Background: an optimization exercise with open tools, aiming at small area, a short achievable clock period and few clock cycles. Do not read the settings as production practice. Where RTL was checked, it was by simulation tests only, not by an equivalence proof against the original. Function not checked in runs 2 and 3: the RTL went through the layout flow alone. Power and IR drop assume default switching activity.

File: flow/config.mk
export PLATFORM = sky130hd
export DESIGN_NAME = GCD
export DESIGN_NICKNAME = GCD
export VERILOG_FILES = /design/flow/design.v
export SDC_FILE = /design/flow/constraint.sdc
export NUM_CORES = 4
export LEC_CHECK = 0
export ABC_AREA = 1
export CAP_MARGIN = 20
export CORE_MARGIN = 2
export CORE_UTILIZATION = 40
export SLEW_MARGIN = 20
File: flow/constraint.sdc
create_clock -name core_clock -period 4.0 [get_ports {clk}]
set_input_delay 0.8000 -clock core_clock [delete_from_list [all_inputs] [get_ports {clk}]]
set_output_delay 0.8000 -clock core_clock [all_outputs]
set_load 0.01 [all_outputs]
File: flow/design.v
module GCD(
	input clk,
	input rst,
	input start,
	input [7:0] A,
	input [7:0] B,
	output [7:0] gcd_result,
	output ready
);
reg [5:0] a_h;
reg [5:0] b_h;
reg [2:0] k;
reg       a0;     
reg       busy;
function [7:0] lowbit8(input [7:0] v);
	reg seen;
	integer i;
	begin
		seen = 1'b0;
		for (i = 0; i < 8; i = i + 1) begin
			lowbit8[i] = v[i] & ~seen;
			seen = seen | v[i];
		end
	end
endfunction
function [5:0] oddhi(input [7:0] v);
	reg [7:0] x;
	reg [7:0] p;
	integer   i, t;
	begin
		x = v ^ {8{v[7]}};
		p = lowbit8(v);
		for (i = 0; i < 6; i = i + 1) begin
			oddhi[i] = 1'b0;
			for (t = 0; t + i + 1 < 7; t = t + 1)
				oddhi[i] = oddhi[i] | (p[t] & x[i + 1 + t]);
		end
	end
endfunction
function [2:0] enc8(input [7:0] p);    
	enc8 = {p[4] | p[5] | p[6] | p[7], p[2] | p[3] | p[6] | p[7], p[1] | p[3] | p[5] | p[7]};
endfunction
wire       za = (A == 8'd0);
wire       zb = (B == 8'd0);
wire [5:0] ha = oddhi(A);
wire [5:0] hb = oddhi(B);
function [2:0] ctz6(input [5:0] v);
	casez (v)
		6'b?????1: ctz6 = 3'd0;
		6'b????10: ctz6 = 3'd1;
		6'b???100: ctz6 = 3'd2;
		6'b??1000: ctz6 = 3'd3;
		6'b?10000: ctz6 = 3'd4;
		default:   ctz6 = 3'd5;
	endcase
endfunction
wire [6:0] d = {1'b0, a_h} - {1'b0, b_h};
wire       s = d[6];                  
wire [5:0] m = d[5:0] ^ {6{s}};
wire [5:0] u = a_h ^ b_h;
wire [5:0] b_step = m >> (ctz6(u) + 3'd1);
wire [5:0] a_step = s ? a_h : b_h;
wire done = (u == 6'd0) | (a_h == 6'd0) | (b_h == 6'd0);
always @(posedge clk) begin
	if (start) begin
		a_h <= za ? hb : ha;
		b_h <= zb ? ha : hb;
		k   <= enc8(lowbit8(A | B));
	end else begin
		a_h <= a_step;
		b_h <= b_step;
	end
	a0 <= ~(start & za & zb);
end
always @(posedge clk) begin
	if (rst)
		busy <= 1'b0;
	else if (start)
		busy <= 1'b1;
	else if (done)
		busy <= 1'b0;
end
assign ready = busy & done;
wire [6:0] g = {a_h & b_h, a0};
wire [7:0] kd = 8'd1 << k;
reg  [7:0] res;
integer i, j;
always @* begin
	for (i = 0; i < 8; i = i + 1) begin
		res[i] = 1'b0;
		for (j = 0; j <= i && j < 8; j = j + 1)
			if (i - j < 7) res[i] = res[i] | (kd[j] & g[i - j]);
	end
end
assign gcd_result = res;
endmodule
File: flow/flow/run.sh
#!/bin/bash
set -euo pipefail
bash standard.sh 'BUFFER_PORTS_ARGS=-buffer_cell sky130_fd_sc_hd__buf_2' finish > standard_flow.log 2>&1
File: flow/standard.sh
#!/bin/bash
# synth_recipe.tcl (not shown) runs the flow's synth.tcl, then flattens the netlist and writes it again
# the make line also repeats each setting of config.mk as NAME=value (left out here)
make -C /OpenROAD-flow-scripts/flow DESIGN_CONFIG=/design/flow/config.mk WORK_HOME=/design/flow/orfs CLKGATE_MAP_FILE= SYNTH_SCRIPT=/design/flow/synth_recipe.tcl "${@:-finish}"
==> impl_metrics.py, run 1 <==
metrics = {
    "timing": {
        "fmax_ghz": 0.388,
        "hold_viol_final": 0,
        "rsz0062_at_grt": "no",
        "final_max_slew_viol_count": 0,
        "period_needed_ns": 2.57,
        "setup_viol": 0,
        "fin_setup_tns_ns": 0,
        "timing.final.ws_setup_ns": 1.43,
        "relSlewSlack_pct": 72.9,
        "worst_pin_slew_ns": 0.404,
        "period_share_pct": 64.4,
        "fin_skew_ns": 0.00926,
    },
    "floorplanning": {
        "io_pins": 28,
        "rows": 27,
        "dieWidth_um": 79.9,
        "core_um2": 5540,
        "die_y_um": 79.9,
        "start_util_pct": 41.6,
        "die-area_um2": 6390,
    },
    "detailed_routing": {
        "finalWirelength_mm": 6.44,
        "drtPass1Iterations": 6,
        "dr.first_iter.drc_count": 211,
        "post_drt_wl_per_cell_um": 13.4,
        "drc_errors": 0,
        "vias": 2632,
        "vias_per_cell": 5.48,
        "detail-route-antenna-nets": 0,
    },
    "clock_network": {
        "hold_buffers": 0,
        "cts.path.max_buffers": 2,
        "clk-insertion-delay-late_ns": 0.26,
        "cts_buffers": 3,
        "tritoncts": "done",
        "post_cts_buffers": 0,
        "cts-root-buf": "clkbuf_8",
        "cts.sinks": 17,
        "h-tree-depth": 1,
        "cts.repair.resized": 0,
        "cts.clk_slew.worst_paths_ns": 0.07,
    },
    "synthesis": {
        "yosysTopAreaCellShare_pct": 18.4,
        "ys_types": 41,
        "synthCells": 380,
        "synth_nets": 415,
        "synth_top_area_cell": "nand2_1",
        "synthTopCellsByArea": "nand2_1, edfxtp_1, nand3_1",
        "synth.avg_cell_area_um2": 6.07,
        "synth-seq-cells": 17,
        "synth.yosys.seq_area_share_pct": 18.7,
        "netlist_area_um2": 2310,
        "ys_warn_count": 1,
    },
    "critical_path": {
        "crit_slowest_cell": "dfxtp_1",
        "worst_path_most_repeated_cell": "nand2_1",
        "cp.arrival_ns": 1.77,
        "crit_path_max_fanout": 4,
        "rr_startpoint": "b_h[1]$_DFF_P_",
        "cp-end-kind": "output pin",
        "cp_cell_sequence": "inv_1 > ha_1 > nand2_1 > nor2_4 > nand2_1 > nand3_1 > nand2_1 > inv_1 > buf_2",
        "cpLargestDelayFamily": "simple AND/OR/NAND/NOR gates",
        "start_kind": "flip-flop",
        "cp_num_buf_inv": 3,
        "slowest_delay_ns": 0.41,
        "setup.worst_path.class": "flip-flop to output pin",
        "cp.required_ns": 3.20,
        "cp-startpoint": "b_h[1]$_DFF_P_",
    },
    "final_layout": {
        "fin_area_um2": 2560,
        "layout-area-overhead-vs-synth_pct": 11.0,
        "drive_gt1_share_pct": 13.5,
        "fillers": 596,
        "diodes": 0,
        "finalNetCount": 444,
    },
    "power": {
        "seq_power_share_pct": 14.9,
        "p_int_w": 0.000940,
        "power_frac_clock_pct": 5.8,
        "switchingPower_w": 0.00129,
        "swShare_pct": 57.8,
        "p_comb_share_pct": 79.3,
        "p_per_area_nw_per_um2": 871,
        "p_leak_nw": 1.32,
        "peakVddDrop_mv": 0.405,
    },
    "min_path": {
        "worstHoldPathType": "flip-flop to flip-flop",
        "holdCritStartpoint": "busy$_SDFFE_PP0P_",
    },
    "global_routing": {
        "grt_pass1_vias": 2403,
        "antenna_found_initial": 0,
        "track_usage_pct": 21.1,
        "grt_first_pass_wirelength_mm": 10.9,
        "grt_start_max_net_pins": 17,
        "grt_overflow": 0,
    },
    "placed_design": {
        "place_congestion": 0.901,
        "dpl_cell_area_um2": 2510,
        "pre_cts_slack_ns": 1.67,
        "dpl.hpwl_mm": 5.28,
        "numPortBuffers": 27,
    },
    "status": {
        "status": "finished clean",
    },
    "job": {
        "cap_viol_max_count": 0,
    },
}
## cell usage after synthesis, drive strengths merged
| library cell | instances |
|---|---|
| buf | 1 |
| clkbuf | 2 |
| a32oi | 1 |
| xnor2 | 3 |
| o21ai | 8 |
| o221ai | 3 |
| nand2 | 119 |
| dfxtp | 8 |
| nor3 | 7 |
| nand4 | 12 |
| nand3b | 1 |
| o32ai | 1 |
| nor4 | 2 |
| nand3 | 47 |
| and2 | 2 |
| fa | 1 |
| a21oi | 14 |
| o311ai | 3 |
| ha | 15 |
| nor2b | 1 |
| xor2 | 1 |
| o22ai | 13 |
| inv | 61 |
| a221oi | 1 |
| o211ai | 5 |
| o2111ai | 2 |
| nor2 | 35 |
| or2 | 2 |
| edfxtp | 9 |
## final cells by class
cell class	instances	area, um2	area share, %
multi-input cells	299	1630	63.6
inverters	61	231	9.04
repair buffers	27	135	5.28
flip-flops and latches	17	430	16.8
well taps	72	90.1	3.52
clock buffers	4	45.0	1.76
## power groups by stage
stage | Combinational [W] | Clock [W] | Sequential [W]
floorplan | 0.00139 | 0 | 0.000313
global placement | 0.00175 | 0 | 0.000336
detailed placement | 0.00174 | 0 | 0.000336
CTS | 0.00175 | 0.000131 | 0.000333
global route | 0.00201 | 0.000139 | 0.000340
finish | 0.00177 | 0.000130 | 0.000332
## worst reg2reg max path, stage by stage (launching register included)
cell and delay (ns):
dfxtp_1 0.41, inv_1 0.10, ha_1 0.35, nand2_1 0.12, nor2_4 0.16, nand2_2 0.09
nand2_4 0.14, ha_1 0.31, inv_1 0.22, nand3_1 0.12, nand3_1 0.11, nand3_1 0.07
## per-stage QoR
step | hold WS (ns) | instances | total power, W | utilization (%)
after CTS | 0.509 | 480 | 0.00221 | 46.2
after global routing | 0.547 | 480 | 0.00249 | 46.2
final | 0.504 | 480 | 0.00223 | 46.2
after floorplan | 0.461 | 380 | 0.00170 | -
after global placement | 0.485 | 476 | 0.00209 | 45.4
after detailed placement | 0.496 | 476 | 0.00208 | 45.4
## metal layers
layer  GRT usage [%]  up-vias  routed length [um]
met5               0        -                   0
met4            3.90        0                  41
met3            1.81        6                 371
met2            35.5      109                3000
met1            29.5     1180                3020
li1                -     1337                   -
## cells in the final DEF, fill, tap and decap left out, drive strengths merged
cell type	netlist	routed
nand2	119	119
inv	61	61
nand3	47	47
nor2	35	35
buf	1	27
ha	15	15
a21oi	14	14
o22ai	13	13
nand4	12	12
edfxtp	9	9
dfxtp	8	8
o21ai	8	8
nor3	7	7
o211ai	5	5
clkbuf	2	4
xnor2	3	3
o221ai	3	3
o311ai	3	3
or2	2	2
nor4	2	2
o2111ai	2	2
and2	2	2
xor2	1	1
nor2b	1	1
nand3b	1	1
a221oi	1	1
o32ai	1	1
a32oi	1	1
fa	1	1
## final timing paths
check	slack, ns	cells past startpoint	endpoint
max	1.43	9	ready
max reg2reg	1.72	11	b_h[1]$_DFF_P_
min	0.50	2	busy$_SDFFE_PP0P_
min reg2reg	0.50	2	busy$_SDFFE_PP0P_
## logic make-up after synthesis
| group | Yosys count | synth area share [%] |
|---|---|---|
| xor+xnor | 4 | 1.52 |
| flops | 17 | 18.7 |
| compound gates | 51 | 14.4 |
| fa+ha+maj | 16 | 9.01 |
| buf+inv | 64 | 10.7 |
| simple gates | 228 | 45.6 |
## state kept, by name, indices dropped and copies added (netlist names)
signal,flops
a0,1
a_h,6
b_h,6
busy,1
k,3
Testbench counts, summed over its fixed seeds: cycles 32,500.
==> inputs of run 2 (changes only) <==
--- a/flow/design.v
+++ b/flow/design.v
@@ -12,6 +12,7 @@
 reg [2:0] k;
 reg       a0;     
 reg       busy;
+reg       one;    
 function [7:0] lowbit8(input [7:0] v);
 	reg seen;
 	integer i;
@@ -60,7 +61,21 @@
 wire [5:0] u = a_h ^ b_h;
 wire [5:0] b_step = m >> (ctz6(u) + 3'd1);
 wire [5:0] a_step = s ? a_h : b_h;
-wire done = (u == 6'd0) | (a_h == 6'd0) | (b_h == 6'd0);
+reg [5:0] below;    
+integer q;
+always @* begin
+	below[0] = 1'b0;
+	for (q = 1; q < 6; q = q + 1) below[q] = below[q - 1] | u[q - 1];
+end
+wire b_step_one = ~|(m & below);
+function pow2s(input [7:0] v);
+	reg [7:0] x;
+	begin
+		x = v ^ {8{v[7]}};            
+		pow2s = v[7] ? ((x & (x + 8'd1)) == 8'd0) : ((v & (v - 8'd1)) == 8'd0);
+	end
+endfunction
+wire done = (u == 6'd0) | one;
 always @(posedge clk) begin
 	if (start) begin
 		a_h <= za ? hb : ha;
@@ -71,6 +86,7 @@
 		b_h <= b_step;
 	end
 	a0 <= ~(start & za & zb);
+	one <= start ? ((pow2s(A) & ~za) | (pow2s(B) & ~zb)) : b_step_one;
 end
 always @(posedge clk) begin
 	if (rst)
==> impl_metrics.py, run 2 <==
metrics = {
    "final_layout": {
        "finalNetCount": 511,
        "mostFrequentLayoutCell": "nand2_1",
        "fillers": 698,
        "fin_area_um2": 2880,
        "layout_common_cells": "nand2_1, inv_1, nand3_1",
        "finalNonFillerCells": 552,
        "largestRegisters": "a_h x6, b_h x6, k x3",
        "drive_gt1_share_pct": 13.7,
        "diodes": 0,
        "layout-area-overhead-vs-synth_pct": 9.46,
    },
    "placed_design": {
        "place_inst": 548,
        "place_congestion": 0.925,
        "dpl_cell_area_um2": 2840,
        "pre_cts_slack_ns": 1.67,
        "dpl.hpwl_mm": 5.77,
        "numPortBuffers": 27,
    },
    "critical_path": {
        "cpLargestDelayFamily": "flip-flops",
        "cp_num_buf_inv": 1,
        "rr_startpoint": "a_h[0]$_DFFE_PP_",
        "crit_slowest_cell": "edfxtp_1",
        "worst_path_most_repeated_cell": "nor2_1",
        "setup.worst_path.class": "flip-flop to output pin",
        "r2r_slack_ns": 1.84,
        "cp_cell_sequence": "ha_1 > nand2_1 > nor2_1 > a21oi_1 > nor2_1 > buf_2",
        "cp.arrival_ns": 1.81,
        "cp-startpoint": "a_h[1]$_DFFE_PP_",
        "slowest_delay_ns": 0.45,
        "crit_path_max_fanout": 5,
        "cp-end-kind": "output pin",
        "start_kind": "flip-flop",
        "cp.required_ns": 3.20,
    },
    "timing": {
        "whs_ns": 0.463,
        "fin_skew_ns": 0.00837,
        "relSlewSlack_pct": 66.6,
        "final_max_slew_viol_count": 0,
        "worst_pin_slew_ns": 0.501,
        "rsz0062_at_grt": "no",
        "setup_viol": 0,
        "timing.final.ws_setup_ns": 1.39,
        "fin_setup_tns_ns": 0,
        "period_needed_ns": 2.61,
        "hold_viol_final": 0,
        "fmax_ghz": 0.382,
        "period_share_pct": 65.4,
    },
    "detailed_routing": {
        "drc_errors": 0,
        "finalWirelength_mm": 6.94,
        "highest_layer": "met4",
        "dr.first_iter.drc_count": 168,
        "wl_met1_mm": 3.19,
        "detail-route-antenna-nets": 0,
        "drtPass1Iterations": 5,
        "vias_per_cell": 5.21,
        "wl_met2_mm": 3.24,
        "vias": 2877,
        "post_drt_wl_per_cell_um": 12.6,
        "dr_wl_met3_um": 341,
    },
    "min_path": {
        "worstHoldPathType": "flip-flop to flip-flop",
        "holdCritStartpoint": "busy$_SDFFE_PP0P_",
    },
    "clock_network": {
        "cts_buffers": 3,
        "cts.sinks": 18,
        "clk-insertion-delay-late_ns": 0.26,
        "cts.clk_slew.worst_paths_ns": 0.07,
        "tritoncts": "done",
        "h-tree-depth": 1,
        "post_cts_buffers": 0,
        "cts.repair.resized": 0,
        "cts.path.max_buffers": 2,
        "cts-root-buf": "clkbuf_8",
        "hold_buffers": 0,
    },
    "synthesis": {
        "synthFlopType": "edfxtp_1",
        "ys_types": 41,
        "netlist_area_um2": 2630,
        "synth-seq-cells": 18,
        "synth_edf_count": 9,
        "synthTopCellsByArea": "nand2_1, edfxtp_1, inv_1",
        "synthCells": 449,
        "synthTopCellsByCount": "nand2_1, inv_1, nand3_1",
        "synth_nets": 484,
        "synth.yosys.seq_area_share_pct": 17.1,
        "synth_top_area_cell": "nand2_1",
        "synth_most_common_cell": "nand2_1",
        "ys_warn_count": 1,
        "synth.avg_cell_area_um2": 5.86,
        "yosysTopAreaCellShare_pct": 22.0,
        "async_reset_ff_share_pct": 0,
    },
    "job": {
        "cap_viol_max_count": 0,
    },
    "global_routing": {
        "grt_pass1_vias": 2731,
        "grt_overflow": 0,
        "antenna_found_initial": 0,
        "grt_first_pass_wirelength_mm": 12.0,
        "grt_start_max_net_pins": 15,
        "track_usage_pct": 20.1,
    },
    "floorplanning": {
        "io_pins": 28,
        "die-area_um2": 7250,
        "rows": 29,
        "core_um2": 6350,
        "start_util_pct": 41.5,
        "dieWidth_um": 85.1,
        "die_y_um": 85.1,
    },
    "status": {
        "status": "finished clean",
    },
    "power": {
        "p_leak_nw": 1.56,
        "peakVddDrop_mv": 0.658,
        "p_per_area_nw_per_um2": 836,
    },
}
## run 2: kinds of logic after synthesis
group | after synthesis | synth area share [%]
and+or+nand+nor | 265 | 46.3
AOI/OAI and AO/OA | 65 | 15.8
DFF | 18 | 17.1
buffers and inverters | 83 | 12.3
xor gates and xnor gates | 2 | 0.666
adders and majority gates | 16 | 7.89
## run 2: metal layers
layer  up-vias  global-route usage [%]
met4         0                    7.50
met2        78                    34.4
met3        14                    1.46
li1       1520                       -
met5         -                       0
met1      1265                    26.3
## run 2: layout make-up
type	instances	area [um2]	share of cell area, %
Multi-Input combinational cell	348	1860	64.5
Sequential cell	18	450	15.6
Inverter	78	295	10.2
Timing Repair Buffer	27	135	4.69
Tap cell	77	96.3	3.34
Clock buffer	3	41.3	1.43
Clock inverter	1	3.75	0.130
## run 2: path summary, 6_finish.rpt
| path | to | cells after the start |
|---|---|---|
| worst max-delay path | ready | 6 |
| worst min-delay path | busy$_SDFFE_PP0P_ | 2 |
| worst max register to register | one$_DFF_P_ | 12 |
| worst min register to register | busy$_SDFFE_PP0P_ | 2 |
## run 2: report_power, final
part	switching, W	internal [W]
Sequential	0.0000487	0.000282
Clock	0.0000602	0.0000682
Combinational	0.00129	0.000661
Total	0.00140	0.00101
## run 2: tightest hold or removal path: cells and delay by family (launching register included)
kind,cells,cell delay [ns]
DFF,1,0.31
AOI/OAI and AO/OA,1,0.05
and+or+nand+nor,1,0.06
## run 2: metrics by stage
stage / util (%) / power [W]
2_1_floorplan: - / 0.00188
3_3_place_gp: 44.7 / 0.00227
3_5_place_dp: 44.7 / 0.00227
4_1_cts: 45.4 / 0.00241
5_1_grt: 45.4 / 0.00271
6_report: 45.4 / 0.00241
==> inputs of run 3 (changes only) <==
--- a/flow/design.v
+++ b/flow/design.v
@@ -10,9 +10,11 @@
 reg [5:0] a_h;
 reg [5:0] b_h;
 reg [2:0] k;
-reg       a0;     
+reg       zf;     
+reg       nz;     
 reg       busy;
-reg       one;    
+reg       rdy;
+reg [7:0] res;
 function [7:0] lowbit8(input [7:0] v);
 	reg seen;
 	integer i;
@@ -59,54 +61,54 @@
 wire       s = d[6];                  
 wire [5:0] m = d[5:0] ^ {6{s}};
 wire [5:0] u = a_h ^ b_h;
+wire       eq = (u == 6'd0);          
+reg  [5:0] above;                     
+integer q;
+always @* begin
+	above[0] = 1'b0;
+	for (q = 1; q < 6; q = q + 1) above[q] = above[q - 1] | u[q - 1];
+end
+wire one_next = ~|(m & above);
+wire one_now  = (a_h == 6'd0) | (b_h == 6'd0);
+wire found = eq | one_now | one_next;
 wire [5:0] b_step = m >> (ctz6(u) + 3'd1);
 wire [5:0] a_step = s ? a_h : b_h;
-reg [5:0] below;    
-integer q;
+wire [6:0] g = {(a_h & {6{eq}}) | ((a_h | b_h) & {6{zf}}), nz};
+wire [7:0] kd = 8'd1 << k;
+reg  [7:0] res_step;
+integer i, j;
 always @* begin
-	below[0] = 1'b0;
-	for (q = 1; q < 6; q = q + 1) below[q] = below[q - 1] | u[q - 1];
+	for (i = 0; i < 8; i = i + 1) begin
+		res_step[i] = 1'b0;
+		for (j = 0; j <= i && j < 8; j = j + 1)
+			if (i - j < 7) res_step[i] = res_step[i] | (kd[j] & g[i - j]);
+	end
 end
-wire b_step_one = ~|(m & below);
-function pow2s(input [7:0] v);
-	reg [7:0] x;
-	begin
-		x = v ^ {8{v[7]}};            
-		pow2s = v[7] ? ((x & (x + 8'd1)) == 8'd0) : ((v & (v - 8'd1)) == 8'd0);
-	end
-endfunction
-wire done = (u == 6'd0) | one;
 always @(posedge clk) begin
 	if (start) begin
-		a_h <= za ? hb : ha;
-		b_h <= zb ? ha : hb;
+		a_h <= ha;
+		b_h <= hb;
 		k   <= enc8(lowbit8(A | B));
 	end else begin
 		a_h <= a_step;
 		b_h <= b_step;
 	end
-	a0 <= ~(start & za & zb);
-	one <= start ? ((pow2s(A) & ~za) | (pow2s(B) & ~zb)) : b_step_one;
+	res <= res_step;
+	zf  <= start & (za | zb);
+	nz  <= ~(start & za & zb);
 end
 always @(posedge clk) begin
-	if (rst)
+	if (rst) begin
 		busy <= 1'b0;
-	else if (start)
+		rdy  <= 1'b0;
+	end else if (start) begin
 		busy <= 1'b1;
-	else if (done)
-		busy <= 1'b0;
-end
-assign ready = busy & done;
-wire [6:0] g = {a_h & b_h, a0};
-wire [7:0] kd = 8'd1 << k;
-reg  [7:0] res;
-integer i, j;
-always @* begin
-	for (i = 0; i < 8; i = i + 1) begin
-		res[i] = 1'b0;
-		for (j = 0; j <= i && j < 8; j = j + 1)
-			if (i - j < 7) res[i] = res[i] | (kd[j] & g[i - j]);
+		rdy  <= 1'b0;
+	end else begin
+		busy <= busy & ~found;
+		rdy  <= busy & found;
 	end
 end
+assign ready = rdy;
 assign gcd_result = res;
 endmodule
==> flow/flow/run.sh (replaced) <==
#!/bin/bash
set -euo pipefail
bash standard.sh 'BUFFER_PORTS_ARGS=-buffer_cell sky130_fd_sc_hd__buf_2' ADDER_MAP_FILE= \
  finish > standard_flow.log 2>&1
==> impl_metrics.py, run 3 <==
metrics = {
    "status": {
        "status": "finished clean",
    },
    "synthesis": {
        "synthTopCellsByCount": "nand2_1, inv_1, nor2_1",
        "synth_nets": 419,
        "synth_top_area_cell": "dfxtp_1",
        "synth_edf_count": 9,
        "synth_most_common_cell": "nand2_1",
        "synthFlopType": "dfxtp_1",
        "synthTopCellsByArea": "dfxtp_1, nand2_1, edfxtp_1",
        "ys_warn_count": 1,
        "yosysTopAreaCellShare_pct": 14.5,
        "ys_types": 42,
        "synth.yosys.seq_area_share_pct": 25.3,
        "synth.avg_cell_area_um2": 6.23,
        "synth-seq-cells": 27,
        "async_reset_ff_share_pct": 0,
        "netlist_area_um2": 2490,
        "synthCells": 400,
    },
    "detailed_routing": {
        "drc_errors": 0,
        "dr.first_iter.drc_count": 197,
        "highest_layer": "met4",
        "wl_met2_mm": 3.23,
        "drtPass1Iterations": 5,
        "wl_met1_mm": 3.17,
        "dr_wl_met3_um": 304,
        "vias_per_cell": 5.43,
        "vias": 2722,
        "detail-route-antenna-nets": 0,
        "finalWirelength_mm": 6.85,
        "post_drt_wl_per_cell_um": 13.7,
    },
    "floorplanning": {
        "die_y_um": 82.9,
        "dieWidth_um": 82.9,
        "io_pins": 28,
        "start_util_pct": 41.8,
        "core_um2": 5960,
        "die-area_um2": 6880,
        "rows": 28,
    },
    "timing": {
        "rsz0062_at_grt": "no",
        "setup_viol": 0,
        "fin_setup_tns_ns": 0,
        "worst_pin_slew_ns": 0.710,
        "period_share_pct": 51.7,
        "fmax_ghz": 0.484,
        "hold_viol_final": 0,
        "fin_skew_ns": 0.00455,
        "period_needed_ns": 2.07,
        "timing.final.ws_setup_ns": 1.93,
        "final_max_slew_viol_count": 0,
        "whs_ns": 0.445,
        "relSlewSlack_pct": 52.3,
    },
    "critical_path": {
        "setup.worst_path.class": "flip-flop to flip-flop",
        "r2r_end": "b_h[1]$_DFF_P_",
        "worstRegToRegCells": 14,
        "r2r_slack_ns": 1.93,
        "start_kind": "flip-flop",
        "cp.required_ns": 4.15,
        "rr_startpoint": "b_h[2]$_DFF_P_",
        "crit_path_max_fanout": 7,
        "cp-end-kind": "flip-flop",
        "critPathCapture": "b_h[1]$_DFF_P_",
        "cp.arrival_ns": 2.22,
        "cp-startpoint": "b_h[2]$_DFF_P_",
    },
    "placed_design": {
        "numPortBuffers": 27,
        "place_congestion": 0.931,
        "dpl_cell_area_um2": 2700,
        "dpl.hpwl_mm": 5.62,
        "pre_cts_slack_ns": 1.71,
    },
    "min_path": {
        "whs_path_depth": 2,
        "worstHoldPathType": "flip-flop to flip-flop",
    },
    "clock_network": {
        "clk-insertion-delay-late_ns": 0.28,
        "h-tree-depth": 1,
        "cts_buffers": 3,
        "hold_buffers": 0,
        "tritoncts": "done",
        "cts-root-buf": "clkbuf_8",
        "cts.path.max_buffers": 2,
        "cts.clk_slew.worst_paths_ns": 0.09,
        "cts.repair.resized": 0,
        "post_cts_buffers": 0,
        "cts.sinks": 27,
    },
    "final_layout": {
        "fin_area_um2": 2750,
        "largestRegisters": "res x8, a_h x6, b_h x6",
        "mostFrequentLayoutCell": "nand2_1",
        "regMostFlops": "res",
        "layout_common_cells": "nand2_1, inv_1, nor2_1",
        "drive_gt1_share_pct": 18.8,
        "diodes": 0,
        "largest_reg_flops": 8,
        "finalNetCount": 446,
        "layout-area-overhead-vs-synth_pct": 10.3,
    },
    "global_routing": {
        "grt_pass1_vias": 2515,
        "grt_start_max_net_pins": 18,
        "grt_overflow": 0,
        "antenna_found_initial": 0,
        "grt_first_pass_wirelength_mm": 11.8,
        "track_usage_pct": 20.2,
    },
    "job": {
        "cap_viol_max_count": 0,
    },
    "power": {
        "p_leak_nw": 1.31,
        "p_per_area_nw_per_um2": 750,
        "peakVddDrop_mv": 0.336,
    },
}
run 3: area by class of cell:
cell class	count	area [um2]
Sequential cell	27	631
Inverter	69	262
Fill cell	663	3210
Multi-Input combinational cell	299	1580
Tap cell	75	93.8
Clock buffer	3	41.3
Clock inverter	1	7.51
Timing Repair Buffer	27	135
run 3: kinds of logic after synthesis:
| group | share of synthesized area [%] |
|---|---|
| simple gates | 41.9 |
| compound gates | 19.7 |
| buf+inv | 11.3 |
| flops | 25.3 |
| xor+xnor | 1.76 |
run 3: worst max-delay path: stages, from the launching register on:
cell     delay, ns
dfxtp_1       0.38
inv_1         0.17
nand2_1       0.16
nand2_4       0.16
nor2_4        0.07
nand2_1       0.06
nor2_1        0.03
nor2_1        0.27
nand3_1       0.16
nand2_1       0.12
nand2_1       0.08
nand3_1       0.07
nand3_1       0.07
nand2_1       0.08
a21oi_2       0.05
run 3: per-layer routing:
metal,vias to the layer above,track usage (%)
met5,-,0
met4,0,6.26
met3,13,2.58
met2,85,34.0
met1,1235,26.8
li1,1389,-
run 3: worst min path at each step:
stage	start	end
2_1_floorplan	busy$_SDFF_PP0_	rdy$_SDFF_PP0_
4_1_cts	busy$_SDFF_PP0_	rdy$_SDFF_PP0_
3_5_place_dp	busy$_SDFF_PP0_	rdy$_SDFF_PP0_
5_1_grt	busy$_SDFF_PP0_	rdy$_SDFF_PP0_
3_3_place_gp	busy$_SDFF_PP0_	rdy$_SDFF_PP0_
6_report	busy$_SDFF_PP0_	rdy$_SDFF_PP0_
run 3: where the power goes:
part / switching (W) / leakage [nW] / internal, W
Clock: 0.0000914 / 0.0217 / 0.0000710
Sequential: 0.0000919 / 0.240 / 0.000368
Combinational: 0.000978 / 1.05 / 0.000462
Total: 0.00116 / 1.31 / 0.000901
run 3: stage by stage:
step / total power [W] / utilization [%] / instances
floorplan: 0.00159 / - / 400
global placement: 0.00189 / 45.4 / 497
detailed placement: 0.00190 / 45.4 / 497
CTS: 0.00206 / 46.2 / 501
global route: 0.00229 / 46.2 / 501
finish: 0.00206 / 46.2 / 501
==> inputs of run 4 (changes only) <==
--- a/flow/design.v
+++ b/flow/design.v
@@ -9,9 +9,8 @@
 );
 reg [5:0] a_h;
 reg [5:0] b_h;
-reg [2:0] k;
+reg [7:0] kh;     
 reg       zf;     
-reg       nz;     
 reg       busy;
 reg       rdy;
 reg [7:0] res;
@@ -39,9 +38,6 @@
 				oddhi[i] = oddhi[i] | (p[t] & x[i + 1 + t]);
 		end
 	end
-endfunction
-function [2:0] enc8(input [7:0] p);    
-	enc8 = {p[4] | p[5] | p[6] | p[7], p[2] | p[3] | p[6] | p[7], p[1] | p[3] | p[5] | p[7]};
 endfunction
 wire       za = (A == 8'd0);
 wire       zb = (B == 8'd0);
@@ -73,29 +69,27 @@
 wire found = eq | one_now | one_next;
 wire [5:0] b_step = m >> (ctz6(u) + 3'd1);
 wire [5:0] a_step = s ? a_h : b_h;
-wire [6:0] g = {(a_h & {6{eq}}) | ((a_h | b_h) & {6{zf}}), nz};
-wire [7:0] kd = 8'd1 << k;
+wire [6:0] g = {(a_h & {6{eq}}) | ((a_h | b_h) & {6{zf}}), 1'b1};
 reg  [7:0] res_step;
 integer i, j;
 always @* begin
 	for (i = 0; i < 8; i = i + 1) begin
 		res_step[i] = 1'b0;
 		for (j = 0; j <= i && j < 8; j = j + 1)
-			if (i - j < 7) res_step[i] = res_step[i] | (kd[j] & g[i - j]);
+			if (i - j < 7) res_step[i] = res_step[i] | (kh[j] & g[i - j]);
 	end
 end
 always @(posedge clk) begin
 	if (start) begin
 		a_h <= ha;
 		b_h <= hb;
-		k   <= enc8(lowbit8(A | B));
+		kh  <= lowbit8(A | B);
 	end else begin
 		a_h <= a_step;
 		b_h <= b_step;
 	end
 	res <= res_step;
 	zf  <= start & (za | zb);
-	nz  <= ~(start & za & zb);
 end
 always @(posedge clk) begin
 	if (rst) begin
==> flow/flow/run.sh (replaced) <==
#!/bin/bash
set -euo pipefail
bash standard.sh 'BUFFER_PORTS_ARGS=-buffer_cell sky130_fd_sc_hd__buf_2' ADDER_MAP_FILE= \
  'SETUP_MOVE_SEQUENCE=sizeup,swap' SKIP_GATE_CLONING=1 SKIP_LAST_GASP=1 \
  finish > standard_flow.log 2>&1
--- a/flow/config.mk
+++ b/flow/config.mk
@@ -9,4 +9,5 @@
 export CAP_MARGIN = 20
 export CORE_MARGIN = 2
 export CORE_UTILIZATION = 40
+export SETUP_SLACK_MARGIN = 2.15
 export SLEW_MARGIN = 20
==> impl_metrics.py, run 4 <==
metrics = {
    "timing": {
        "worst_pin_slew_ns": 0.425,
        "fin_skew_ns": 0.0101,
        "fin_setup_tns_ns": 0,
        "fmax_ghz": 0.518,
        "period_share_pct": 48.2,
        "rsz0062_at_grt": "yes",
        "setup_viol": 0,
        "final_max_slew_viol_count": 0,
        "hold_viol_final": 0,
        "whs_ns": 0.442,
        "relSlewSlack_pct": 71.6,
        "timing.final.ws_setup_ns": 2.07,
        "period_needed_ns": 1.93,
    },
    "global_routing": {
        "grt_use_met1_pct": 25.0,
        "grt_pass1_vias": 2316,
        "grt_first_pass_wirelength_mm": 10.6,
        "busiest_layer": "met2",
        "track_usage_pct": 18.5,
        "grtUsageMet2_pct": 29.7,
        "grt_start_max_net_pins": 22,
        "grtUsageMet3_pct": 2.78,
        "grt_overflow": 0,
        "antenna_found_initial": 0,
    },
    "placed_design": {
        "numPortBuffers": 27,
        "place_inst": 479,
        "place_congestion": 1.01,
        "pre_cts_slack_ns": 1.85,
        "dpl.hpwl_mm": 5.28,
    },
    "clock_network": {
        "cts-root-buf": "clkbuf_8",
        "h-tree-depth": 2,
        "clk-insertion-delay-late_ns": 0.28,
        "hold_buffers": 0,
        "post_cts_buffers": 0,
        "tritoncts": "done",
        "cts.clk_slew.worst_paths_ns": 0.07,
        "cts_buffers": 5,
        "cts.sinks": 31,
        "cts.path.max_buffers": 2,
    },
    "final_layout": {
        "mostFrequentLayoutCell": "nand2_1",
        "layout_common_cells": "nand2_1, inv_1, nor2_1",
        "multi_input_area_um2": 1600,
        "layout-area-overhead-vs-synth_pct": 18.5,
        "register_area_um2": 764,
        "finalNetCount": 430,
        "largestRegisters": "kh x8, res x8",
        "fillers": 620,
        "drive_gt1_share_pct": 27.4,
        "finalNonFillerCells": 487,
        "diodes": 0,
    },
    "synthesis": {
        "synth_nets": 400,
        "synth.yosys.seq_area_share_pct": 30.3,
        "synthCells": 381,
        "synthTopCellsByArea": "edfxtp_1, dfxtp_1, nand2_1",
        "ys_warn_count": 1,
        "synthTopCellsByCount": "nand2_1, inv_1, nor2_1",
        "synth_most_common_cell": "nand2_1",
        "synth.avg_cell_area_um2": 6.58,
        "async_reset_ff_share_pct": 0,
        "yosysTopAreaCellShare_pct": 16.8,
        "synth_edf_count": 14,
        "netlist_area_um2": 2510,
        "synth-seq-cells": 31,
        "synthFlopType": "dfxtp_1",
        "synth_top_area_cell": "edfxtp_1",
        "ys_types": 42,
    },
    "power": {
        "peakVddDrop_mv": 0.343,
        "p_leak_nw": 1.38,
        "p_per_area_nw_per_um2": 757,
        "finalPower_w": 0.00225,
    },
    "critical_path": {
        "cp-end-kind": "flip-flop",
        "slowest_delay_ns": 0.53,
        "cp.arrival_ns": 2.07,
        "cp-startpoint": "a_h[1]$_DFFE_PP_",
        "cp_cell_sequence": "nand2_2 > inv_2 > nor2_4 > nor2_4 > nand2_4 > nor2_4 > a21oi_2 > o22ai_1 > a21oi_1 > o2111ai_1",
        "crit_path_max_fanout": 6,
        "worst_path_most_repeated_cell": "nor2_4",
        "crit_slowest_cell": "edfxtp_1",
        "setup.worst_path.class": "flip-flop to flip-flop",
        "start_kind": "flip-flop",
        "rr_startpoint": "a_h[1]$_DFFE_PP_",
        "cp.required_ns": 4.15,
    },
    "status": {
        "status": "finished clean",
    },
    "floorplanning": {
        "die-area_um2": 6920,
        "dieWidth_um": 83.2,
        "io_pins": 28,
        "core_um2": 5990,
        "rows": 28,
        "die_y_um": 83.2,
        "start_util_pct": 41.9,
    },
    "min_path": {
        "holdCritStartpoint": "busy$_SDFF_PP0_",
        "worstHoldPathType": "flip-flop to flip-flop",
    },
    "detailed_routing": {
        "detail-route-antenna-nets": 0,
        "vias_per_cell": 5.27,
        "vias": 2565,
        "finalWirelength_mm": 6.49,
        "post_drt_wl_per_cell_um": 13.3,
        "drc_errors": 0,
        "dr.first_iter.drc_count": 187,
        "drtPass1Iterations": 5,
    },
    "job": {
        "cap_viol_max_count": 0,
    },
}
-- run 4: cell count changes after synthesis, sizes merged, moves of 4 or more --
| cell | change |
|---|---|
| edfxtp | +5 |
| nand2 | -6 |
| nand4 | -4 |
| nor3 | -6 |
| o211ai | +4 |
| o21ai | -4 |
| o22ai | +4 |
-- run 4: metal layers --
layer  up-vias  share of wire (%)
met2        88                 47
met5         -                  0
li1       1317                  -
met3        12                4.9
met4         0                1.7
met1      1148                 46
-- run 4: cell families (layout without fill, tap and decap cells) --
logic type / Yosys count / in the layout / synth area share, %
and+or+nand+nor: 191 / 191 / 36.2
xor gates and xnor gates: 5 / 5 / 2.05
DFF: 31 / 31 / 30.3
buffers and inverters: 77 / 108 / 11.7
AOI/OAI and AO/OA: 77 / 77 / 19.8
-- run 4: layout make-up --
class | instances | share of cell area (%)
clock buffers | 5 | 2.32
clock inverters | 3 | 0.800
inverters | 73 | 9.43
multi-input cells | 273 | 53.7
flip-flops and latches | 31 | 25.7
well taps | 75 | 3.16
repair buffers | 27 | 4.84
-- run 4: worst paths after layout --
path,to,slack (ns),cells after the start
setup / recovery,res[7]$_DFF_P_,2.07,10
hold / removal,rdy$_SDFF_PP0_,0.44,2
setup reg to reg,res[7]$_DFF_P_,2.07,10
hold reg to reg,rdy$_SDFF_PP0_,0.44,2
-- run 4: critical path, delay by kind of cell, from the launching register on --
family	cells	cell delay, ns
buf+inv	1	0.05
simple gates	5	0.54
compound gates	4	0.68
flops	1	0.53
-- run 4: power breakdown --
part	switching [W]	internal [W]
sequential	0.0000879	0.000423
combinational	0.00100	0.000490
clock	0.000122	0.000124
-- run 4: timing repair --
action                     in CTS  in global routing
gates resized for setup         6                 39
pin swaps                       0                  5
setup endpoints to repair      16                 27
-- run 4: per-stage QoR --
step                      utilization (%)  instance area, um2
after global placement               45.8                2740
after floorplan                         -                2540
after global routing                 49.6                2970
final                                49.6                2970
after CTS                            47.6                2850
after detailed placement             45.8                2740
Testbench counts of run 4, summed over its fixed seeds: cycles 34,956.
==> inputs of run 5 (changes only) <==
==> flow/flow/run.sh (replaced) <==
#!/bin/bash
set -euo pipefail
bash standard.sh 'BUFFER_PORTS_ARGS=-buffer_cell sky130_fd_sc_hd__buf_2' ADDER_MAP_FILE= \
  finish > standard_flow.log 2>&1
--- a/flow/config.mk
+++ b/flow/config.mk
@@ -9,5 +9,4 @@
 export CAP_MARGIN = 20
 export CORE_MARGIN = 2
 export CORE_UTILIZATION = 40
-export SETUP_SLACK_MARGIN = 2.15
 export SLEW_MARGIN = 20
==> impl_metrics.py, run 5 <==
metrics = {
    "critical_path": {
        "cp.required_ns": 4.15,
        "crit_path_max_fanout": 21,
        "worstRegToRegCells": 14,
        "cp.arrival_ns": 2.13,
        "cp-end-kind": "flip-flop",
        "setup.worst_path.class": "input pin to flip-flop",
        "start_kind": "input pin",
    },
    "final_layout": {
        "layout_common_cells": "nand2_1, inv_1, nor2_1",
        "drive_gt1_share_pct": 17.7,
        "layout-area-overhead-vs-synth_pct": 12.2,
        "finalNonFillerCells": 487,
        "finalNetCount": 430,
        "fillers": 659,
        "mostFrequentLayoutCell": "nand2_1",
        "final_core_util_pct": 47.0,
        "largestRegisters": "kh x8, res x8",
        "diodes": 0,
    },
    "placed_design": {
        "place_inst": 479,
        "dpl.hpwl_mm": 5.35,
        "place_congestion": 0.955,
        "numPortBuffers": 27,
    },
    "clock_network": {
        "cts_buffers": 5,
        "tritoncts": "done",
        "hold_buffers": 0,
        "cts.path.max_buffers": 2,
        "cts-root-buf": "clkbuf_8",
        "cts.clk_slew.worst_paths_ns": 0.07,
        "post_cts_buffers": 0,
        "cts.repair.resized": 0,
        "h-tree-depth": 2,
        "clk-insertion-delay-late_ns": 0.28,
        "cts.sinks": 31,
    },
    "synthesis": {
        "async_reset_ff_share_pct": 0,
        "synth-seq-cells": 31,
        "synthFlopType": "dfxtp_1",
        "yosysTopAreaCellShare_pct": 16.8,
        "synth.yosys.seq_area_share_pct": 30.3,
        "synth_edf_count": 14,
        "synthCells": 381,
        "synthTopCellsByCount": "nand2_1, inv_1, nor2_1",
        "synthTopCellsByArea": "edfxtp_1, dfxtp_1, nand2_1",
        "synth.avg_cell_area_um2": 6.58,
        "synth_most_common_cell": "nand2_1",
        "netlist_area_um2": 2510,
        "ys_warn_count": 1,
        "synth_top_area_cell": "edfxtp_1",
        "ys_types": 42,
        "synth_nets": 400,
    },
    "power": {
        "p_leak_nw": 1.35,
        "finalPower_w": 0.00214,
        "peakVddDrop_mv": 0.371,
        "p_per_area_nw_per_um2": 762,
    },
    "detailed_routing": {
        "drtPass1Iterations": 4,
        "drc_errors": 0,
        "dr.first_iter.drc_count": 213,
        "post_drt_wl_per_cell_um": 13.3,
        "detail-route-antenna-nets": 0,
        "finalWirelength_mm": 6.49,
        "vias_per_cell": 5.21,
        "vias": 2539,
    },
    "timing": {
        "worst_pin_slew_ns": 0.612,
        "fin_setup_tns_ns": 0,
        "rsz0062_at_grt": "no",
        "final_max_slew_viol_count": 0,
        "fmax_ghz": 0.505,
        "hold_viol_final": 0,
        "period_share_pct": 49.5,
        "period_needed_ns": 1.98,
        "setup_viol": 0,
        "fin_skew_ns": 0.00757,
        "relSlewSlack_pct": 58.2,
    },
    "floorplanning": {
        "core_um2": 5990,
        "die_y_um": 83.2,
        "die-area_um2": 6920,
        "rows": 28,
        "io_pins": 28,
        "start_util_pct": 41.9,
        "dieWidth_um": 83.2,
    },
    "min_path": {
        "whs_path_depth": 0,
        "worstHoldPathType": "flip-flop to flip-flop",
    },
    "global_routing": {
        "grt_pass1_vias": 2411,
        "antenna_found_initial": 0,
        "grt_first_pass_wirelength_mm": 11.1,
        "track_usage_pct": 19.7,
        "grt_start_max_net_pins": 22,
        "grt_overflow": 0,
    },
    "status": {
        "status": "finished clean",
    },
    "job": {
        "cap_viol_max_count": 0,
    },
}
[run 5: cell types whose count changed in the layout (fill, tap and decap cells not counted), sizes merged]
cell      before  now
clkbuf         6    5
clkinv         0    1
buf           26   27
clkinvlp       3    2
[run 5: area by class of cell]
class                      count  area [um2]  share of cell area, %
clock inverter                 3        23.8                  0.845
clock buffer                   5        68.8                   2.45
tap                           75        93.8                   3.33
multi-input combinational    273        1460                   51.7
timing repair buffer          27         135                   4.80
inverter                      73         277                   9.83
sequential                    31         761                   27.0
[run 5: routing by layer]
layer | GRT usage, % | wire, um
met1 | 26.0 | 3070
met3 | 3.38 | 284
met4 | 10.9 | 194
met2 | 30.5 | 2940
met5 | 0 | 0
[run 5: cells by family after synthesis]
family / share of synthesized area [%]
flip-flops: 30.3
AO/OA/AOI/OAI: 19.8
AND/OR/NAND/NOR: 36.2
XOR/XNOR: 2.05
buffers and inverters: 11.7
[run 5: worst paths after layout]
check | start | endpoint | slack [ns]
worst min-delay path | kh[0]$_DFFE_PP_ | res[0]$_DFF_P_ | 0.42
worst max register to register | a_h[4]$_DFFE_PP_ | busy$_SDFF_PP0_ | 2.05
worst max-delay path | start | b_h[1]$_DFF_P_ | 2.02
worst min register to register | kh[0]$_DFFE_PP_ | res[0]$_DFF_P_ | 0.42
[run 5: report_power, final]
part,switching [W],leakage (nW),internal (W)
Clock,0.000127,0.0408,0.000124
Combinational,0.000941,1.03,0.000454
Sequential,0.0000782,0.281,0.000420
[run 5: critical path, cell delays in order]
cell and delay, ns:
buf_2 0.32, inv_1 0.30, a2111oi_0 0.65, a21oi_2 0.05
[run 5: per-stage QoR]
step           setup slack, ns  hold WS (ns)  cell area (um2)
2_1_floorplan             2.01         0.370             2510
3_3_place_gp              1.81         0.403             2720
3_5_place_dp              1.77         0.402             2720
4_1_cts                   2.04         0.420             2810
5_1_grt                   1.81         0.451             2810
6_report                  2.02         0.424             2810
==> inputs of run 6 (changes only) <==
--- a/flow/config.mk
+++ b/flow/config.mk
@@ -8,5 +8,5 @@
 export ABC_AREA = 1
 export CAP_MARGIN = 20
 export CORE_MARGIN = 2
-export CORE_UTILIZATION = 40
+export CORE_UTILIZATION = 65
 export SLEW_MARGIN = 20
==> impl_metrics.py, run 6 <==
metrics = {
    "timing": {
        "timing.final.ws_setup_ns": 2.01,
        "hold_viol_final": 0,
        "fin_setup_tns_ns": 0,
        "setup_viol": 0,
        "worst_pin_slew_ns": 0.510,
        "fin_skew_ns": 0.00859,
        "period_needed_ns": 1.99,
        "final_max_slew_viol_count": 0,
        "fmax_ghz": 0.503,
        "whs_ns": 0.402,
        "rsz0062_at_grt": "no",
        "relSlewSlack_pct": 65.1,
        "period_share_pct": 49.7,
    },
    "final_layout": {
        "layout_common_cells": "nand2_1, inv_1, nor2_1",
        "drive_gt1_share_pct": 17.5,
        "layout-area-overhead-vs-synth_pct": 10.5,
        "diodes": 0,
        "mostFrequentLayoutCell": "nand2_1",
        "fillers": 338,
        "largestRegisters": "kh x8, res x8",
        "finalNetCount": 430,
    },
    "critical_path": {
        "worstRegToRegCells": 12,
        "r2r_end": "b_h[1]$_DFF_P_",
        "cp-end-kind": "flip-flop",
        "cp-startpoint": "a_h[1]$_DFFE_PP_",
        "cp.arrival_ns": 2.13,
        "crit_path_max_fanout": 6,
        "critPathCapture": "b_h[1]$_DFF_P_",
        "r2r_slack_ns": 2.01,
        "setup.worst_path.class": "flip-flop to flip-flop",
        "rr_startpoint": "a_h[1]$_DFFE_PP_",
        "start_kind": "flip-flop",
        "cp.required_ns": 4.14,
    },
    "synthesis": {
        "synth_most_common_cell": "nand2_1",
        "synthTopCellsByArea": "edfxtp_1, dfxtp_1, nand2_1",
        "synth_top_area_cell": "edfxtp_1",
        "synth.avg_cell_area_um2": 6.58,
        "async_reset_ff_share_pct": 0,
        "synthFlopType": "dfxtp_1",
        "synth.yosys.seq_area_share_pct": 30.3,
        "synth_edf_count": 14,
        "yosysTopAreaCellShare_pct": 16.8,
        "synth-seq-cells": 31,
        "ys_types": 42,
        "netlist_area_um2": 2510,
        "synth_nets": 400,
        "synthCells": 381,
        "ys_warn_count": 1,
        "synthTopCellsByCount": "nand2_1, inv_1, nor2_1",
    },
    "floorplanning": {
        "dieWidth_um": 66.1,
        "core_um2": 3690,
        "die_y_um": 66.1,
        "die-area_um2": 4370,
        "io_pins": 28,
        "rows": 22,
        "start_util_pct": 68.0,
    },
    "detailed_routing": {
        "drc_errors": 0,
        "vias_per_cell": 5.67,
        "drtPass1Iterations": 7,
        "dr.first_iter.drc_count": 237,
        "vias": 2608,
        "post_drt_wl_per_cell_um": 13.4,
        "detail-route-antenna-nets": 0,
        "finalWirelength_mm": 6.18,
    },
    "clock_network": {
        "cts.repair.resized": 0,
        "h-tree-depth": 2,
        "hold_buffers": 0,
        "tritoncts": "done",
        "cts-root-buf": "clkbuf_8",
        "cts.sinks": 31,
        "clk-insertion-delay-late_ns": 0.27,
        "cts_buffers": 5,
        "cts.clk_slew.worst_paths_ns": 0.07,
        "cts.path.max_buffers": 2,
        "post_cts_buffers": 0,
    },
    "global_routing": {
        "grt_overflow": 0,
        "grtUsageMet3_pct": 4.94,
        "grt_first_pass_wirelength_mm": 10.3,
        "track_usage_pct": 30.8,
        "grt_use_met1_pct": 41.8,
        "grt_pass1_vias": 2298,
        "busiest_layer": "met2",
        "grt_start_max_net_pins": 22,
        "antenna_found_initial": 0,
        "grtUsageMet2_pct": 51.9,
    },
    "job": {
        "cap_viol_max_count": 0,
    },
    "placed_design": {
        "place_congestion": 0.968,
        "numPortBuffers": 27,
        "pre_cts_slack_ns": 1.83,
        "dpl.hpwl_mm": 4.97,
    },
    "min_path": {
        "worstHoldPathType": "flip-flop to flip-flop",
    },
    "power": {
        "switchingPower_w": 0.00116,
        "peakVddDrop_mv": 0.674,
        "p_per_area_nw_per_um2": 777,
        "p_comb_share_pct": 65.9,
        "swShare_pct": 53.8,
        "seq_power_share_pct": 23.5,
        "p_int_w": 0.000996,
        "p_leak_nw": 1.35,
        "finalPower_w": 0.00216,
        "power_frac_clock_pct": 10.6,
    },
    "status": {
        "status": "finished clean",
    },
}
==> run 6: cell counts after synthesis <==
Identical to the previous run, type by type.
==> run 6: layout make-up <==
type	count	area [um2]	area share [%]
Inverter	73	277	9.97
Clock inverter	2	12.5	0.451
Tap cell	48	60.1	2.17
Sequential cell	31	761	27.4
Clock buffer	6	72.6	2.62
Timing Repair Buffer	27	135	4.87
Multi-Input combinational cell	273	1460	52.5
==> run 6: cell families (layout without fill, tap and decap cells) <==
group	after synthesis	count (layout)	share of synthesized area (%)
AO/OA/AOI/OAI	77	77	19.8
AND/OR/NAND/NOR	191	191	36.2
XOR/XNOR	5	5	2.05
buffers and inverters	77	108	11.7
flip-flops	31	31	30.3
==> run 6: power groups by stage <==
stage | clock, W | sequential [W] | combinational [W]
floorplan | 0 | 0.000489 | 0.00111
global placement | 0 | 0.000504 | 0.00136
detailed placement | 0 | 0.000506 | 0.00138
CTS | 0.000232 | 0.000502 | 0.00140
global route | 0.000246 | 0.000513 | 0.00158
finish | 0.000228 | 0.000506 | 0.00142
==> run 6: per-layer routing <==
metal	wire length, um	vias up
li1	-	1319
met1	2660	1155
met2	2930	124
met3	533	10
met4	56	0
met5	0	-
==> run 6: stage by stage <==
stage	instance area, um2	std cells	utilization [%]
2_1_floorplan	2510	381	-
3_3_place_gp	2690	452	72.9
3_5_place_dp	2690	452	72.9
4_1_cts	2770	460	75.2
5_1_grt	2770	460	75.2
6_report	2770	460	75.2
==> run 6: worst min path at each step <==
stage / start / endpoint / slack (ns) / depth (start not counted)
detailed placement: kh[0]$_DFFE_PP_ / res[0]$_DFF_P_ / 0.40 / 0
CTS: kh[0]$_DFFE_PP_ / res[0]$_DFF_P_ / 0.40 / 0
global route: kh[0]$_DFFE_PP_ / res[0]$_DFF_P_ / 0.41 / 0
floorplan: kh[0]$_DFFE_PP_ / res[0]$_DFF_P_ / 0.37 / 0
global placement: kh[0]$_DFFE_PP_ / res[0]$_DFF_P_ / 0.39 / 0
finish: kh[0]$_DFFE_PP_ / res[0]$_DFF_P_ / 0.40 / 0
==> run 6: worst max-delay path: stages, from the launching register on <==
cell,delay [ns]
edfxtp_1,0.51
nor2_1,0.23
nor2_2,0.11
nor2_4,0.18
nand2_4,0.11
nor2_2,0.13
inv_2,0.08
nand2_4,0.09
inv_4,0.05
nand3_1,0.10
nand3_1,0.08
nand3_1,0.12
a21oi_2,0.07
==> inputs of run 7 (changes only) <==
--- a/flow/design.v
+++ b/flow/design.v
@@ -9,7 +9,6 @@
 );
 reg [5:0] a_h;
 reg [5:0] b_h;
-reg [7:0] kh;     
 reg       zf;     
 reg       busy;
 reg       rdy;
@@ -39,10 +38,8 @@
 		end
 	end
 endfunction
-wire       za = (A == 8'd0);
-wire       zb = (B == 8'd0);
-wire [5:0] ha = oddhi(A);
-wire [5:0] hb = oddhi(B);
+wire za = (A == 8'd0);
+wire zb = (B == 8'd0);
 function [2:0] ctz6(input [5:0] v);
 	casez (v)
 		6'b?????1: ctz6 = 3'd0;
@@ -69,27 +66,28 @@
 wire found = eq | one_now | one_next;
 wire [5:0] b_step = m >> (ctz6(u) + 3'd1);
 wire [5:0] a_step = s ? a_h : b_h;
-wire [6:0] g = {(a_h & {6{eq}}) | ((a_h | b_h) & {6{zf}}), 1'b1};
-reg  [7:0] res_step;
+wire [6:0] g = {a_h | b_h, 1'b1};
+reg  [7:0] res_shift;
 integer i, j;
 always @* begin
 	for (i = 0; i < 8; i = i + 1) begin
-		res_step[i] = 1'b0;
-		for (j = 0; j <= i && j < 8; j = j + 1)
-			if (i - j < 7) res_step[i] = res_step[i] | (kh[j] & g[i - j]);
+		res_shift[i] = 1'b0;
+		for (j = 0; j <= i; j = j + 1)
+			if (i - j < 7) res_shift[i] = res_shift[i] | (res[j] & g[i - j]);
 	end
 end
 always @(posedge clk) begin
 	if (start) begin
-		a_h <= ha;
-		b_h <= hb;
-		kh  <= lowbit8(A | B);
+		a_h <= oddhi(A);
+		b_h <= oddhi(B);
+		res <= lowbit8(A | B);
 	end else begin
 		a_h <= a_step;
 		b_h <= b_step;
+		if (busy & (eq | zf))
+			res <= res_shift;
 	end
-	res <= res_step;
-	zf  <= start & (za | zb);
+	zf <= start & (za | zb);
 end
 always @(posedge clk) begin
 	if (rst) begin
--- a/flow/config.mk
+++ b/flow/config.mk
@@ -8,5 +8,5 @@
 export ABC_AREA = 1
 export CAP_MARGIN = 20
 export CORE_MARGIN = 2
-export CORE_UTILIZATION = 65
+export CORE_UTILIZATION = 40
 export SLEW_MARGIN = 20
==> impl_metrics.py, run 7 <==
metrics = {
    "status": {
        "status": "finished clean",
    },
    "synthesis": {
        "synth.avg_cell_area_um2": 6.39,
        "ys_warn_count": 1,
        "netlist_area_um2": 2380,
        "synth.yosys.seq_area_share_pct": 25.3,
        "synth_nets": 391,
        "synthCells": 372,
        "synthFlopType": "edfxtp_1",
        "ys_types": 40,
        "synthTopCellsByCount": "nand2_1, inv_1, nor2_1",
        "synth-seq-cells": 23,
        "synth_most_common_cell": "nand2_1",
        "synth_edf_count": 14,
        "synthTopCellsByArea": "edfxtp_1, nand2_1, inv_1",
        "yosysTopAreaCellShare_pct": 17.7,
        "synth_top_area_cell": "edfxtp_1",
        "async_reset_ff_share_pct": 0,
    },
    "placed_design": {
        "place_congestion": 0.960,
        "place_inst": 468,
        "numPortBuffers": 27,
        "dpl.hpwl_mm": 5.56,
    },
    "power": {
        "peakVddDrop_mv": 0.343,
        "p_per_area_nw_per_um2": 752,
        "p_leak_nw": 1.29,
        "finalPower_w": 0.00198,
    },
    "floorplanning": {
        "core_um2": 5820,
        "die_y_um": 81.1,
        "rows": 28,
        "start_util_pct": 40.9,
        "io_pins": 28,
        "die-area_um2": 6580,
        "dieWidth_um": 81.1,
    },
    "final_layout": {
        "fillers": 647,
        "mostFrequentLayoutCell": "nand2_1",
        "largestRegisters": "res x8, a_h x6, b_h x6",
        "diodes": 0,
        "largest_reg_flops": 8,
        "layout_common_cells": "nand2_1, inv_1, nor2_1",
        "regMostFlops": "res",
        "finalNetCount": 417,
        "final_core_util_pct": 45.2,
        "finalNonFillerCells": 472,
        "layout-area-overhead-vs-synth_pct": 10.6,
        "drive_gt1_share_pct": 21.7,
    },
    "timing": {
        "fin_setup_tns_ns": 0,
        "final_max_slew_viol_count": 0,
        "fmax_ghz": 0.459,
        "rsz0062_at_grt": "no",
        "worst_pin_slew_ns": 0.730,
        "relSlewSlack_pct": 51.3,
        "whs_ns": 0.483,
        "period_needed_ns": 2.18,
        "hold_viol_final": 0,
        "setup_viol": 0,
        "period_share_pct": 54.4,
        "fin_skew_ns": 0.00286,
    },
    "clock_network": {
        "tritoncts": "done",
        "cts-root-buf": "clkbuf_8",
        "post_cts_buffers": 0,
        "cts.sinks": 23,
        "hold_buffers": 0,
        "clk-insertion-delay-late_ns": 0.26,
        "cts.clk_slew.worst_paths_ns": 0.08,
        "cts.repair.resized": 0,
        "h-tree-depth": 1,
        "cts.path.max_buffers": 2,
        "cts_buffers": 3,
    },
    "critical_path": {
        "start_kind": "input pin",
        "r2r_end": "res[4]$_DFFE_PP_",
        "rr_startpoint": "a_h[0]$_DFFE_PP_",
        "cp-end-kind": "flip-flop",
        "cp-startpoint": "B[0]",
        "worstRegToRegCells": 9,
        "critPathCapture": "res[5]$_DFFE_PP_",
        "crit_path_max_fanout": 4,
        "cp.required_ns": 4.04,
        "cp.arrival_ns": 2.22,
        "setup.worst_path.class": "input pin to flip-flop",
        "r2r_slack_ns": 2.05,
    },
    "detailed_routing": {
        "vias": 2552,
        "drtPass1Iterations": 5,
        "detail-route-antenna-nets": 0,
        "finalWirelength_mm": 6.75,
        "drc_errors": 0,
        "vias_per_cell": 5.41,
        "post_drt_wl_per_cell_um": 14.3,
        "dr.first_iter.drc_count": 196,
    },
    "global_routing": {
        "grt_first_pass_wirelength_mm": 11.4,
        "grt_overflow": 0,
        "antenna_found_initial": 0,
        "grt_pass1_vias": 2413,
        "grt_start_max_net_pins": 25,
        "track_usage_pct": 22.1,
    },
    "job": {
        "cap_viol_max_count": 0,
    },
    "min_path": {
        "worstHoldPathType": "flip-flop to flip-flop",
    },
}
-- run 7: worst min-delay path by stage --
stage / slack [ns] / cells past startpoint / start / to
final: 0.48 / 2 / busy$_SDFF_PP0_ / rdy$_SDFF_PP0_
after global routing: 0.50 / 2 / busy$_SDFF_PP0_ / rdy$_SDFF_PP0_
after CTS: 0.48 / 2 / busy$_SDFF_PP0_ / rdy$_SDFF_PP0_
after detailed placement: 0.47 / 2 / busy$_SDFF_PP0_ / rdy$_SDFF_PP0_
after global placement: 0.47 / 2 / busy$_SDFF_PP0_ / rdy$_SDFF_PP0_
after floorplan: 0.44 / 2 / busy$_SDFF_PP0_ / rdy$_SDFF_PP0_
-- run 7: power breakdown --
group	internal, W	switching, W
combinational	0.000458	0.000967
clock	0.0000710	0.0000720
sequential	0.000335	0.0000743
total	0.000865	0.00111
-- run 7: logic make-up after synthesis --
| logic type | count (synthesis) | synth area share, % |
|---|---|---|
| simple gates | 183 | 38.4 |
| compound gates | 81 | 21.6 |
| buf+inv | 79 | 12.5 |
| flops | 23 | 25.3 |
| xor+xnor | 6 | 2.21 |
-- run 7: routing by layer --
layer / up-vias / track usage, % / wire length, um
met2: 82 / 38.3 / 3310
met1: 1159 / 29.7 / 3010
met3: 8 / 1.22 / 335
met4: 0 / 6.61 / 93
met5: - / 0 / 0
li1: 1303 / - / -
-- run 7: cell type report --
| class | count | area (um2) | area share [%] |
|---|---|---|---|
| multi-input combinational | 270 | 1480 | 56.3 |
| sequential | 23 | 601 | 22.8 |
| tap | 75 | 93.8 | 3.57 |
| timing repair buffer | 27 | 135 | 5.14 |
| inverter | 73 | 275 | 10.5 |
| clock buffer | 4 | 45.0 | 1.71 |
-- run 7: metrics by stage --
stage / setup WS, ns / instance area [um2]
6_report: 1.82 / 2630
5_1_grt: 1.71 / 2630
4_1_cts: 1.82 / 2630
3_5_place_dp: 1.56 / 2580
3_3_place_gp: 1.53 / 2580
2_1_floorplan: 1.96 / 2380
-- run 7: worst max-delay path, stage by stage --
cell     delay, ns
buf_2         0.12
nor2_1        0.19
inv_1         0.10
nor2_1        0.09
inv_1         0.10
nor2_1        0.24
nand2_1       0.16
o41ai_1       0.41
Testbench counts of run 7, summed over its fixed seeds: cycles 34,956.
==> inputs of run 8 (changes only) <==
--- a/flow/config.mk
+++ b/flow/config.mk
@@ -8,5 +8,5 @@
 export ABC_AREA = 1
 export CAP_MARGIN = 20
 export CORE_MARGIN = 2
-export CORE_UTILIZATION = 40
+export CORE_UTILIZATION = 65
 export SLEW_MARGIN = 20
==> impl_metrics.py, run 8 <==
metrics = {
    "status": {
        "status": "finished clean",
    },
    "critical_path": {
        "cp.arrival_ns": 2.12,
        "cpLargestDelayFamily": "buffers and inverters",
        "setup.worst_path.class": "input pin to flip-flop",
        "cp_cell_sequence": "buf_2 > inv_1 > nor2_1 > o2111ai_1 > o32ai_1 > inv_1",
        "cp_num_buf_inv": 3,
        "crit_path_max_fanout": 24,
        "slowest_delay_ns": 0.41,
        "cp.required_ns": 4.07,
        "worst_path_most_repeated_cell": "inv_1",
        "cp-startpoint": "start",
        "start_kind": "input pin",
        "cp-end-kind": "flip-flop",
        "rr_startpoint": "a_h[0]$_DFFE_PP_",
        "crit_slowest_cell": "inv_1",
    },
    "synthesis": {
        "synthTopCellsByArea": "edfxtp_1, nand2_1, inv_1",
        "netlist_area_um2": 2380,
        "synthCells": 372,
        "synth_top_area_cell": "edfxtp_1",
        "synthTopCellsByCount": "nand2_1, inv_1, nor2_1",
        "synth.yosys.seq_area_share_pct": 25.3,
        "synth.avg_cell_area_um2": 6.39,
        "ys_types": 40,
        "synth-seq-cells": 23,
        "yosysTopAreaCellShare_pct": 17.7,
        "async_reset_ff_share_pct": 0,
        "synth_edf_count": 14,
        "synth_nets": 391,
        "synthFlopType": "edfxtp_1",
        "ys_warn_count": 1,
        "synth_most_common_cell": "nand2_1",
    },
    "timing": {
        "period_needed_ns": 2.05,
        "rsz0062_at_grt": "no",
        "relSlewSlack_pct": 53.8,
        "setup_viol": 0,
        "period_share_pct": 51.3,
        "fin_skew_ns": 0.00736,
        "worst_pin_slew_ns": 0.693,
        "hold_viol_final": 0,
        "fin_setup_tns_ns": 0,
        "fmax_ghz": 0.487,
        "final_max_slew_viol_count": 0,
    },
    "final_layout": {
        "drive_gt1_share_pct": 21.9,
        "regMostFlops": "res",
        "finalNetCount": 417,
        "diodes": 0,
        "largestRegisters": "res x8, a_h x6, b_h x6",
        "final_core_util_pct": 75.4,
        "fillers": 310,
        "largest_reg_flops": 8,
        "finalNonFillerCells": 443,
        "mostFrequentLayoutCell": "nand2_1",
        "layout-area-overhead-vs-synth_pct": 8.32,
        "layout_common_cells": "nand2_1, inv_1, nor2_1",
    },
    "detailed_routing": {
        "vias": 2646,
        "finalWirelength_mm": 6.32,
        "dr.first_iter.drc_count": 284,
        "post_drt_wl_per_cell_um": 14.3,
        "vias_per_cell": 5.97,
        "detail-route-antenna-nets": 0,
        "drc_errors": 0,
        "drtPass1Iterations": 6,
    },
    "clock_network": {
        "cts.sinks": 23,
        "cts-root-buf": "clkbuf_4",
        "cts.clk_slew.worst_paths_ns": 0.12,
        "post_cts_buffers": 0,
        "h-tree-depth": 1,
        "clk-insertion-delay-late_ns": 0.31,
        "cts_buffers": 3,
        "cts.repair.resized": 0,
        "hold_buffers": 0,
        "cts.path.max_buffers": 2,
        "tritoncts": "done",
    },
    "floorplanning": {
        "die-area_um2": 4160,
        "dieWidth_um": 64.5,
        "die_y_um": 64.5,
        "io_pins": 28,
        "rows": 21,
        "core_um2": 3420,
        "start_util_pct": 69.6,
    },
    "power": {
        "switchingPower_w": 0.00112,
        "finalPower_w": 0.00195,
        "peakVddDrop_mv": 0.661,
        "power_frac_clock_pct": 5.4,
        "p_per_area_nw_per_um2": 758,
        "p_comb_share_pct": 73.2,
        "p_leak_nw": 1.29,
        "seq_power_share_pct": 21.4,
        "swShare_pct": 57.4,
        "p_int_w": 0.000830,
    },
    "placed_design": {
        "dpl.hpwl_mm": 5.20,
        "place_inst": 439,
        "place_congestion": 0.954,
        "numPortBuffers": 27,
    },
    "global_routing": {
        "track_usage_pct": 32.0,
        "antenna_found_initial": 0,
        "grt_start_max_net_pins": 25,
        "grt_pass1_vias": 2375,
        "grt_overflow": 0,
        "grt_first_pass_wirelength_mm": 10.7,
    },
    "job": {
        "cap_viol_max_count": 0,
    },
    "min_path": {
        "holdCritStartpoint": "busy$_SDFF_PP0_",
        "worstHoldPathType": "flip-flop to flip-flop",
    },
}
==> run 8: layout make-up <==
type	count	area, um2	area share, %
Clock buffer	3	22.5	0.875
Multi-Input combinational cell	270	1480	57.4
Tap cell	46	57.6	2.24
Timing Repair Buffer	27	135	5.25
Clock inverter	1	5.00	0.194
Inverter	73	275	10.7
Sequential cell	23	601	23.3
==> run 8: final timing paths <==
path                           end  slack [ns]  cells after the start
setup / recovery  a_h[0]$_DFFE_PP_        1.95                      6
setup reg to reg   busy$_SDFF_PP0_        1.98                     12
hold / removal     busy$_SDFF_PP0_        0.50                      2
hold reg to reg    busy$_SDFF_PP0_        0.50                      2
==> run 8: tightest hold or removal path, delay by kind of cell (launching register included) <==
family,cells,cell delay [ns]
flops,1,0.35
simple gates,1,0.08
compound gates,1,0.04
==> run 8: logic make-up (layout without fill, tap and decap cells) <==
kind of cell           count (synthesis)  after routing  synth area share [%]
AND/OR/NAND/NOR                      183            183                  38.4
AO/OA/AOI/OAI                         81             81                  21.6
buffers and inverters                 79            104                  12.5
flip-flops                            23             23                  25.3
XOR/XNOR                               6              6                  2.21
==> run 8: power by group through the flow <==
stage,Combinational [W],Clock [W],Sequential [W]
3_5_place_dp,0.00140,0,0.000418
5_1_grt,0.00161,0.000115,0.000423
2_1_floorplan,0.00113,0,0.000397
4_1_cts,0.00141,0.000105,0.000412
6_report,0.00143,0.000105,0.000418
3_3_place_gp,0.00137,0,0.000414
==> run 8: metal layers <==
| metal | routed length, um | global-route usage, % | vias to the layer above |
|---|---|---|---|
| met4 | 122 | 7.98 | 0 |
| met2 | 2830 | 50.3 | 125 |
| li1 | - | - | 1305 |
| met1 | 2770 | 47.3 | 1199 |
| met5 | 0 | 0 | - |
| met3 | 595 | 3.30 | 17 |
==> run 8: stage by stage <==
| step | hold WS (ns) | setup WS, ns | cell area (um2) |
|---|---|---|---|
| 3_3_place_gp | 0.456 | 1.69 | 2550 |
| 3_5_place_dp | 0.481 | 1.65 | 2550 |
| 5_1_grt | 0.509 | 1.77 | 2570 |
| 6_report | 0.500 | 1.95 | 2570 |
| 2_1_floorplan | 0.441 | 1.96 | 2380 |
| 4_1_cts | 0.498 | 1.99 | 2570 |

==> what the ideal ports hide <==
In the flow no input, the clock included, has a driving cell. The finished layouts below were timed again as built, in two steps.
Step 1, drivers: a clkbuf_16 drives clk and a buf_2 each remaining input, both assumed.
Step 2 also shifts input and output timing later by t, the mid clock arrival at the registers, as if the neighbouring blocks saw the same clock.
a / b / c = ideal ports / drivers / drivers and shift; a / b = the first two.
run	t (ns)	setup WS [ns]
run 1	0.277	1.425 / 1.400 / 1.633
run 2	0.278	1.385 / 1.358 / 1.636
run 3	0.307	1.932 / 1.932 / 1.687
run 4	0.301	2.071 / 2.071 / 1.950
run 5	0.305	2.019 / 2.025 / 1.720
run 6	0.298	2.011 / 2.011 / 1.766
run 7	0.287	1.824 / 1.831 / 1.544
run 8	0.330	1.948 / 1.950 / 1.620
After both steps every run listed still meets setup and hold.
